What follows belongs to an exercise in optimizing a design on an open flow for small area and a short achievable clock period; a production flow would make more cautious choices. Function was checked by simulation only, so behaviour that the tests miss may differ from the original. Power figures rest on the tool's default switching activity, not on a simulated workload.

// simd_vector_mac
module simd_vector_mac (
    input clk,
    input rst_n,
    input valid_i,
    input start_i,
    input last_i,
    input [63:0] A,
    input [63:0] B,
    output vector_mac_valid_o,
    output [37:0] vector_mac_data_o
);
Settings: LEC_CHECK=0, ABC_AREA=1, CAP_MARGIN=20, CORE_MARGIN=2, CORE_UTILIZATION=40, PLACE_DENSITY=0.8, SETUP_SLACK_MARGIN=2.3, SLEW_MARGIN=20; clock period 4.5 ns.
standard.sh (not shown) runs the stock make flow with config.mk's settings and CLKGATE_MAP_FILE= SYNTH_SCRIPT=/design/flow/synth_recipe.tcl, a recipe that flattens the netlist after the stock synthesis.
==> flow/flow/run.sh <==
#!/bin/bash
# Standard layout, with one netlist step between synthesis and floorplan: bubble2.py chooses the
# polarity of the full-adder cells, fa(~a,~b,~c) = ~fa(a,b,c), and of gates that have a
# complemented twin, so that the netlist needs fewer inverters. Registers are not touched.
# Port buffers are buf_2 cells instead of the delay cells buffer_ports picks by itself.
set -euo pipefail
R=$PWD/orfs/results/$FLOW_PLATFORM/simd_vector_mac/base
LIB=$FLOW_HOME/platforms/$FLOW_PLATFORM/lib/sky130_fd_sc_hd__tt_025C_1v80.lib
bash standard.sh "$R/1_2_yosys.v" > synth.log 2>&1
cp "$R/1_2_yosys.v" "$PWD/1_2_yosys_standard.v"
python3 flow/bubble2.py "$LIB" "$PWD/1_2_yosys_standard.v" "$R/1_2_yosys.v" > bubble.log 2>&1
export BUFFER_PORTS_ARGS="-buffer_cell sky130_fd_sc_hd__buf_2"
bash standard.sh finish > layout.log 2>&1
Other scripts of this flow, unchanged in this note and not shown: flow/flow/bubble2.py
Rerun with:
--- a/flow/config.mk
+++ b/flow/config.mk
@@ -11,4 +11,4 @@
 export CORE_UTILIZATION = 40
 export PLACE_DENSITY = 0.8
-export SETUP_SLACK_MARGIN = 2.3
+export SETUP_SLACK_MARGIN = 2.4
 export SLEW_MARGIN = 20
What happened: The new run went through all stages and came out clean. Total power increases by 2.9%. Via count rises by 0.37%. Synthesized area is unchanged. Critical path depth rises by 2. Setup slack is better by 35 ps. Worst hold slack is better by 14 ps. Register-to-register slack is better by 30 ps. Die area stays the same. Clock skew goes down by 5.0 ps. Clock-buffer cell count goes up by 1.
Rerun with:
--- a/flow/config.mk
+++ b/flow/config.mk
@@ -10,5 +10,6 @@
 export CORE_MARGIN = 2
 export CORE_UTILIZATION = 40
+export CTS_BUF_LIST = sky130_fd_sc_hd__clkbuf_4 sky130_fd_sc_hd__clkbuf_8
 export PLACE_DENSITY = 0.8
-export SETUP_SLACK_MARGIN = 2.4
+export SETUP_SLACK_MARGIN = 2.3
 export SLEW_MARGIN = 20
Outcome: Combinational power is lower by about 4%. Clock-buffer cell count goes up by 79. Final cell count is higher by 0.64%. Synthesized cell count stays the same. Register-to-register slack hardly moves. Flip-flop and latch count stays the same.
Rerun with:
--- a/flow/config.mk
+++ b/flow/config.mk
@@ -10,6 +10,5 @@
 export CORE_MARGIN = 2
 export CORE_UTILIZATION = 40
-export CTS_BUF_LIST = sky130_fd_sc_hd__clkbuf_4 sky130_fd_sc_hd__clkbuf_8
 export PLACE_DENSITY = 0.8
-export SETUP_SLACK_MARGIN = 2.3
+export SETUP_SLACK_MARGIN = 2.35
 export SLEW_MARGIN = 20
=> Flip-flop and latch count stays the same. Worst setup slack loses 18 ps. Clock-buffer cell count is lower by 80. Total power is higher by about 2%. Combinational power is higher by about 3%. Worst hold slack loses 170 ps. Cell count is lower by 1.0%. Register-to-register slack loses 90 ps. Maximum frequency is lower by 0.79%. Global-route usage is higher by 0.97 points. Clock power is higher by about 2%.
Rerun with:
--- a/flow/config.mk
+++ b/flow/config.mk
@@ -10,5 +10,6 @@
 export CORE_MARGIN = 2
 export CORE_UTILIZATION = 40
+export GPL_ROUTABILITY_DRIVEN = 0
 export PLACE_DENSITY = 0.8
-export SETUP_SLACK_MARGIN = 2.35
+export SETUP_SLACK_MARGIN = 2.3
 export SLEW_MARGIN = 20
What happened: Total power increases by about 1.6%; sequential power is about the same; global-route usage increases by 0.29 points; wire length increases by about 0.9%.

* * *

Setup of JK:
Another version of the RTL of simd_vector_mac (not shown whole).
For scale: about 3600 cells after synthesis, about 36000 um^2 of cells after synthesis.
// simd_vector_mac
module simd_vector_mac (
    input clk,
    input rst_n,
    input valid_i,
    input start_i,
    input last_i,
    input [63:0] A,
    input [63:0] B,
    output vector_mac_valid_o,
    output [37:0] vector_mac_data_o
);
Settings: LEC_CHECK=0, ABC_AREA=1, CAP_MARGIN=20, CORE_MARGIN=2, CORE_UTILIZATION=40, PLACE_DENSITY=0.8, SETUP_SLACK_MARGIN=1.8, SLEW_MARGIN=20; clock period 4.5 ns.
Scripts as last shown in full above: flow/flow/run.sh
Other scripts of this flow, unchanged in this note and not shown: flow/flow/bubble2.py
The flow did not stop early for JK: all stages ran, and the layout cleared the timing, design-rule and antenna checks.
Input-level comparison between MS and JK:
Settings: SETUP_SLACK_MARGIN now 1.6, was 1.8; PLACE_DENSITY no longer set, was 0.8.
Notes after the runs:
On final critical-path required period, JK beats MS.
Relative to JK, global-route usage decreased by 0.45 points in MS.
The share of the clock period used by the worst path after layout of MS is higher than that of JK.
Here is what was changed in the inputs of AL compared with MS.
Settings: SETUP_SLACK_MARGIN now 1.8, was 1.6; CORE_UTILIZATION now 55, was 40.
--- a/flow/flow/run.sh
+++ b/flow/flow/run.sh
@@ -3,5 +3,4 @@
 # polarity of the full-adder cells, fa(~a,~b,~c) = ~fa(a,b,c), and of gates that have a
 # complemented twin, so that the netlist needs fewer inverters. Registers are not touched.
-# Port buffers are buf_2 cells instead of the delay cells buffer_ports picks by itself.
 set -euo pipefail
 R=$PWD/orfs/results/$FLOW_PLATFORM/simd_vector_mac/base
@@ -10,4 +9,3 @@
 cp "$R/1_2_yosys.v" "$PWD/1_2_yosys_standard.v"
 python3 flow/bubble2.py "$LIB" "$PWD/1_2_yosys_standard.v" "$R/1_2_yosys.v" > bubble.log 2>&1
-export BUFFER_PORTS_ARGS="-buffer_cell sky130_fd_sc_hd__buf_2"
 bash standard.sh finish > layout.log 2>&1
## What came out
MS has higher maximum fanout count along the critical path than AL. AL ended up with fa_2 as its cell at the slowest stage of the critical path; MS ended up with xor2_1. On register-to-register slack: AL sits above MS. AL drops more vias than MS. MS -> AL: met3 wirelength from detailed routing increased by more than a quarter. Between AL and MS, the layout sequential cell count figures differ only marginally. Uppermost signal routing layer after detailed routing: met5 -> AL, met4 -> MS. Between MS and AL, area growth from synthesis to layout increased. Relative to MS, area of the multi-input gates has gone up in AL. [compare] base=MS new=AL: last weighted congestion value of the routability-driven placer rose by 0.077; core utilization climbed 28 points; number of cells upsized or downsized after cts increased 414.
[inputs] TR vs AL
Settings: a change of SETUP_SLACK_MARGIN from 1.8 to 2.0; a change of CORE_UTILIZATION from 55 to 40; an added PLACE_DENSITY of 0.8.
--- a/flow/flow/run.sh
+++ b/flow/flow/run.sh
@@ -3,4 +3,5 @@
 # polarity of the full-adder cells, fa(~a,~b,~c) = ~fa(a,b,c), and of gates that have a
 # complemented twin, so that the netlist needs fewer inverters. Registers are not touched.
+# Port buffers are buf_2 cells instead of the delay cells buffer_ports picks by itself.
 set -euo pipefail
 R=$PWD/orfs/results/$FLOW_PLATFORM/simd_vector_mac/base
@@ -9,3 +10,4 @@
 cp "$R/1_2_yosys.v" "$PWD/1_2_yosys_standard.v"
 python3 flow/bubble2.py "$LIB" "$PWD/1_2_yosys_standard.v" "$R/1_2_yosys.v" > bubble.log 2>&1
+export BUFFER_PORTS_ARGS="-buffer_cell sky130_fd_sc_hd__buf_2"
 bash standard.sh finish > layout.log 2>&1
Findings:
- For the clock share of power, TR came in 1.6 points lower than AL did.
- Compared with AL, TR shows combinational power that has gone up by more than 10%.
- Diff AL -> TR: post-route standard cell area excluding fillers went up 1.5%, detailed placer's ending HPWL went down about 2.2%, minimum period implied by the final worst setup slack went down 6.0 ps.
Edits applied to the flow inputs when going from TR to PW:
Settings: PLACE_DENSITY no longer set, was 0.8.
--- a/flow/flow/run.sh
+++ b/flow/flow/run.sh
@@ -3,5 +3,4 @@
 # polarity of the full-adder cells, fa(~a,~b,~c) = ~fa(a,b,c), and of gates that have a
 # complemented twin, so that the netlist needs fewer inverters. Registers are not touched.
-# Port buffers are buf_2 cells instead of the delay cells buffer_ports picks by itself.
 set -euo pipefail
 R=$PWD/orfs/results/$FLOW_PLATFORM/simd_vector_mac/base
@@ -10,4 +9,3 @@
 cp "$R/1_2_yosys.v" "$PWD/1_2_yosys_standard.v"
 python3 flow/bubble2.py "$LIB" "$PWD/1_2_yosys_standard.v" "$R/1_2_yosys.v" > bubble.log 2>&1
-export BUFFER_PORTS_ARGS="-buffer_cell sky130_fd_sc_hd__buf_2"
 bash standard.sh finish > layout.log 2>&1
--- outcome ---
- Taking TR as the reference, in PW overall power increased by 0.93% relative to the old numbers, register-to-register path setup slack increased by 60 ps relative to the old numbers, via count decreased by 570 relative to the old numbers, initial antenna violation count decreased by 3 relative to the old numbers, clock-cell share of area closely matched the old numbers.
- Between TR and PW, share of the core filled with cells increased.

==> what the ideal ports hide <==
In the flow no input, the clock included, has a driving cell. The finished layouts below were timed again as built, in two steps.
Step 1, drivers: a clkbuf_16 drives clk and a buf_2 each remaining input, both assumed.
Step 2 adds t to the input delays and takes it off the output delays; t is the mean of the earliest and latest rising clock arrival at the registers after step 1. Input paths then give back, and output paths get back, about the clock's delay inside the block.
Three values: ideal ports, drivers, drivers and shift; two values: the first two.
| run | t, ns | setup WS [ns] | slew at the worst register clock pin (ns) | worst slew at a driven data input, ns |
|---|---|---|---|---|
| the first run of note 1 | 0.700 | 2.275 / 2.275 / 1.630 | 0.07 / 0.07 | 0.07 |
| the second run of note 1 | 0.699 | 2.310 / 2.310 / 1.719 | 0.07 / 0.07 | 0.10 |
| the third run of note 1 | 0.817 | 2.238 / 2.279 / 1.462 | 0.07 / 0.07 | 0.07 |
| the fourth run of note 1 | 0.710 | 2.220 / 2.220 / 1.574 | 0.07 / 0.07 | 0.13 |
| the fifth run of note 1 | 0.714 | 2.209 / 2.228 / 1.528 | 0.07 / 0.07 | 0.08 |
| JK | 0.676 | 1.766 / 1.766 / 1.137 | 0.07 / 0.07 | 0.10 |
| MS | 0.685 | 1.609 / 1.654 / 0.969 | 0.07 / 0.07 | 0.07 |
| AL | 0.684 | 1.754 / 1.754 / 1.107 | 0.07 / 0.07 | 0.08 |
| TR | 0.670 | 1.760 / 1.760 / 1.263 | 0.07 / 0.07 | 0.11 |
| PW | 0.672 | 1.819 / 1.819 / 1.261 | 0.07 / 0.07 | 0.09 |
After both steps every run listed still meets setup and hold. The setup slack of the third run of note 1, which loses most, moves by +0.041 ns with the drivers and by -0.776 ns with both steps.
